This is an optimization exercise on Yosys and OpenROAD, whose aim is small area, a short achievable clock period and few clock cycles per item, not a production implementation. At most, simulation tests tie the RTL to the original design; equivalence was not proved. Power is estimated from default activity; no workload was simulated.

// systolic_array
module systolic_array #(
    parameter M          = 4,
    parameter N          = 16,
    parameter K          = 4,
    parameter DATA_WIDTH = 32
) (
    input                           clk,
    input                           rst_n,
    input      [DATA_WIDTH*M-1:0]   X,
    input      [DATA_WIDTH*K-1:0]   W,
    output     [DATA_WIDTH*M*K-1:0] Y,
    output reg                      done
);
clock: 8.0 ns
lec_check: 0
cap_margin: 20
core_margin: 2
core_utilization: 38
cts_cluster_diameter: 100
cts_cluster_size: 30
place_density: 0.55
setup_slack_margin: 4.6
slew_margin: 20
synth_hierarchical: 1
run.sh (not shown) runs the stock make flow with config.mk's settings and CLKGATE_MAP_FILE= SYNTH_SCRIPT=/design/flow/synth_recipe.tcl, a recipe that flattens the netlist after the stock synthesis.
The first run ended with an error in global routing (5_1_grt) on GRT-0232.
Next try:
Settings changed: CTS_CLUSTER_DIAMETER 100 to unset, CTS_CLUSTER_SIZE 30 to unset.
What happened: The new run died in global routing (5_1_grt). Synthesized area is unchanged. Synthesized cell count is unchanged.
No run of this note included a check of the RTL's function; only the layout flow was run.

========
systolic_array, a different RTL version from the one above (not shown whole).
Settings: LEC_CHECK=0, CAP_MARGIN=20, CORE_ASPECT_RATIO=0.4, CORE_MARGIN=2, CORE_UTILIZATION=46, PLACE_DENSITY=0.62, SETUP_SLACK_MARGIN=4.75, SLEW_MARGIN=20, SYNTH_HIERARCHICAL=1; clock period 8.0 ns.
standard.sh (not shown) runs the stock make flow with config.mk's settings and CLKGATE_MAP_FILE= SYNTH_SCRIPT=/design/flow/synth_recipe.tcl, a recipe that flattens the netlist after the stock synthesis.
==> flow/flow/run.sh <==
#!/bin/bash
set -euo pipefail
bash standard.sh \
  "BUFFER_PORTS_ARGS=-buffer_cell sky130_fd_sc_hd__buf_2" \
  "MATCH_CELL_FOOTPRINT=0" \
  "CTS_ARGS=-sink_clustering_enable -repair_clock_nets -dont_use_dummy_load" \
  finish > standard.log 2>&1
Testbench counts at the start, summed over its fixed seeds: cycles 4,864, gemms 256.
Then changed:
CORE_ASPECT_RATIO = 0.25   (was 0.4)
=> Now the flow finished but fails on capacitance limit, slew limit. Cell area stays flat. Wire length goes up by 0.61%. Cell count goes up by 0.42%. Utilization hardly moves. Register-to-register slack is about the same. Clock-buffer cell count goes down by 43. Power goes down by 2.9%. Combinational power stays flat. Area after synthesis does not change.
Then changed:
CORE_ASPECT_RATIO = 0.4   (was 0.25)
SETUP_SLACK_MARGIN = 4.6   (was 4.75)
=> The changed run went through all stages and came out clean. Total power goes up by 1.6%. Synthesized cell count stays the same. Die area barely changes. Synthesized area is unchanged. Combinational power barely changes. Sequential share of layout area increases by 0.66 points. Clock power went up by about 7%. Global-route usage goes down by 2.0 points. Final cell count shrinks by 1.2%.
Then changed:
CORE_ASPECT_RATIO = not set   (was 0.4)
Effect: Setup slack gets worse by 49 ps. Clock-buffer cell count is higher by 63. Via count is lower by 2.6%. Final area barely changes. Register-to-register slack gets worse by 50 ps. Routed wire length is lower by 5.7%. Total power is higher by 0.99%. Synthesized area does not change. Clock power is higher by about 10%. Die area stays flat. Global-route usage is lower by 2.0 points.
Then changed:
CORE_ASPECT_RATIO = 0.25   (was not set)
Result: The changed run went through all stages and came out clean; wire length grows by 5.9%; power shrinks by 3.8%; die area barely changes.

========
== JK ==
Another version of the RTL of systolic_array (not shown whole).
For scale: roughly 770 I/O pins, roughly 260000 µm² of cells after synthesis.
export LEC_CHECK = 0
export CAP_MARGIN = 20
export CORE_MARGIN = 2
export CORE_UTILIZATION = 46
export PLACE_DENSITY = 0.62
export SETUP_SLACK_MARGIN = 4.6
export SLEW_MARGIN = 20
export SYNTH_HIERARCHICAL = 1
create_clock -name core_clock -period 8.0 [get_ports {clk}]
==> flow/flow/run.sh <==
#!/bin/bash
set -euo pipefail
bash standard.sh \
  "BUFFER_PORTS_ARGS=-buffer_cell sky130_fd_sc_hd__buf_2" \
  "MATCH_CELL_FOOTPRINT=0" \
  finish > standard.log 2>&1
JK reached the end of the flow, and the finished layout is clean on the timing, DRC and antenna checks.
Testbench counts of JK, summed over its fixed seeds: cycles 4,864, gemms 256.
Setup changes, JK to MS
- CORE_UTILIZATION changed from 46 to 38
- PLACE_DENSITY changed from 0.62 to 0.55
[summary]
The clock power share of JK and that of MS are within noise of each other.
MS: PASS, flow complete, no timing, DRC or antenna violations
Looking at post-layout total power across both flows, MS is the weaker of the two, with JK ahead.
Register-to-register setup slack essentially unchanged between JK and MS.
Cell row count went up by more than 10% going from JK to MS.
Looking at largest incremental delay on the critical path across JK and MS, the one that comes out lower is JK.
## Diff of input files: AL against MS
==> flow/run.sh (new file) <==
#!/bin/bash
# synth_recipe.tcl (not shown) runs the flow's synth.tcl, then flattens the netlist and writes it again
# the make line also repeats each setting of config.mk as NAME=value (left out here)
make -C /OpenROAD-flow-scripts/flow DESIGN_CONFIG=/design/flow/config.mk WORK_HOME=/design/flow/orfs CLKGATE_MAP_FILE= SYNTH_SCRIPT=/design/flow/synth_recipe.tcl finish
removed: flow/flow/run.sh
removed: flow/standard.sh
[summary]
The highest achievable clock rate in AL sits 2.4% below the value recorded for MS. Sequential share of layout area down 0.30 points in AL wrt MS. MS → AL: power saw an increase, critical path depth saw a decrease, final critical delay including setup and external delays saw an increase, total of clock buffers placed in the layout saw an increase, share of total power in the clock network saw a decrease. Diff MS..AL | aggregate global routing overflow | unchanged. Looking at part of the total power dissipated in combinational logic, AL sits 0.4 points above MS. Status: multi-input logic area parity (MS, AL).

## port drivers added, routing unchanged
The results above use ideal ports. As a check the final layouts listed here were re-extracted and re-timed, cells and wires unchanged.
Step 1 assumes that a clkbuf_16 drives the clock port and a buf_2 every other input.
Step 2 moves the port delays by t, midway between the first and last clock arrival at a register: inputs arrive t later, outputs are due t later. That takes back most of the time a late clock gives input paths.
Three values: ideal ports, drivers, drivers and shift; two values: the first two.
run	t, ns	setup WS [ns]	worst setup path after step 2	pins driven straight from the clock port
the first run of note 2	1.099	4.570 / 4.570 / 3.786	input to register	1
the second run of note 2	1.167	4.557 / 4.557 / 3.732	input to register	1
the third run of note 2	1.103	4.486 / 4.486 / 3.798	input to register	1
the fourth run of note 2	1.132	4.437 / 4.437 / 3.631	input to register	1
the fifth run of note 2	1.171	4.418 / 4.418 / 3.533	input to register	1
JK	1.153	4.548 / 4.548 / 3.606	input to register	1
MS	1.198	4.537 / 4.526 / 3.577	input to register	1
AL	1.200	4.454 / 4.454 / 3.461	input to register	1
For AL, which loses most, drivers alone change the setup slack by 0.000 ns; drivers and shift together by -0.993 ns.
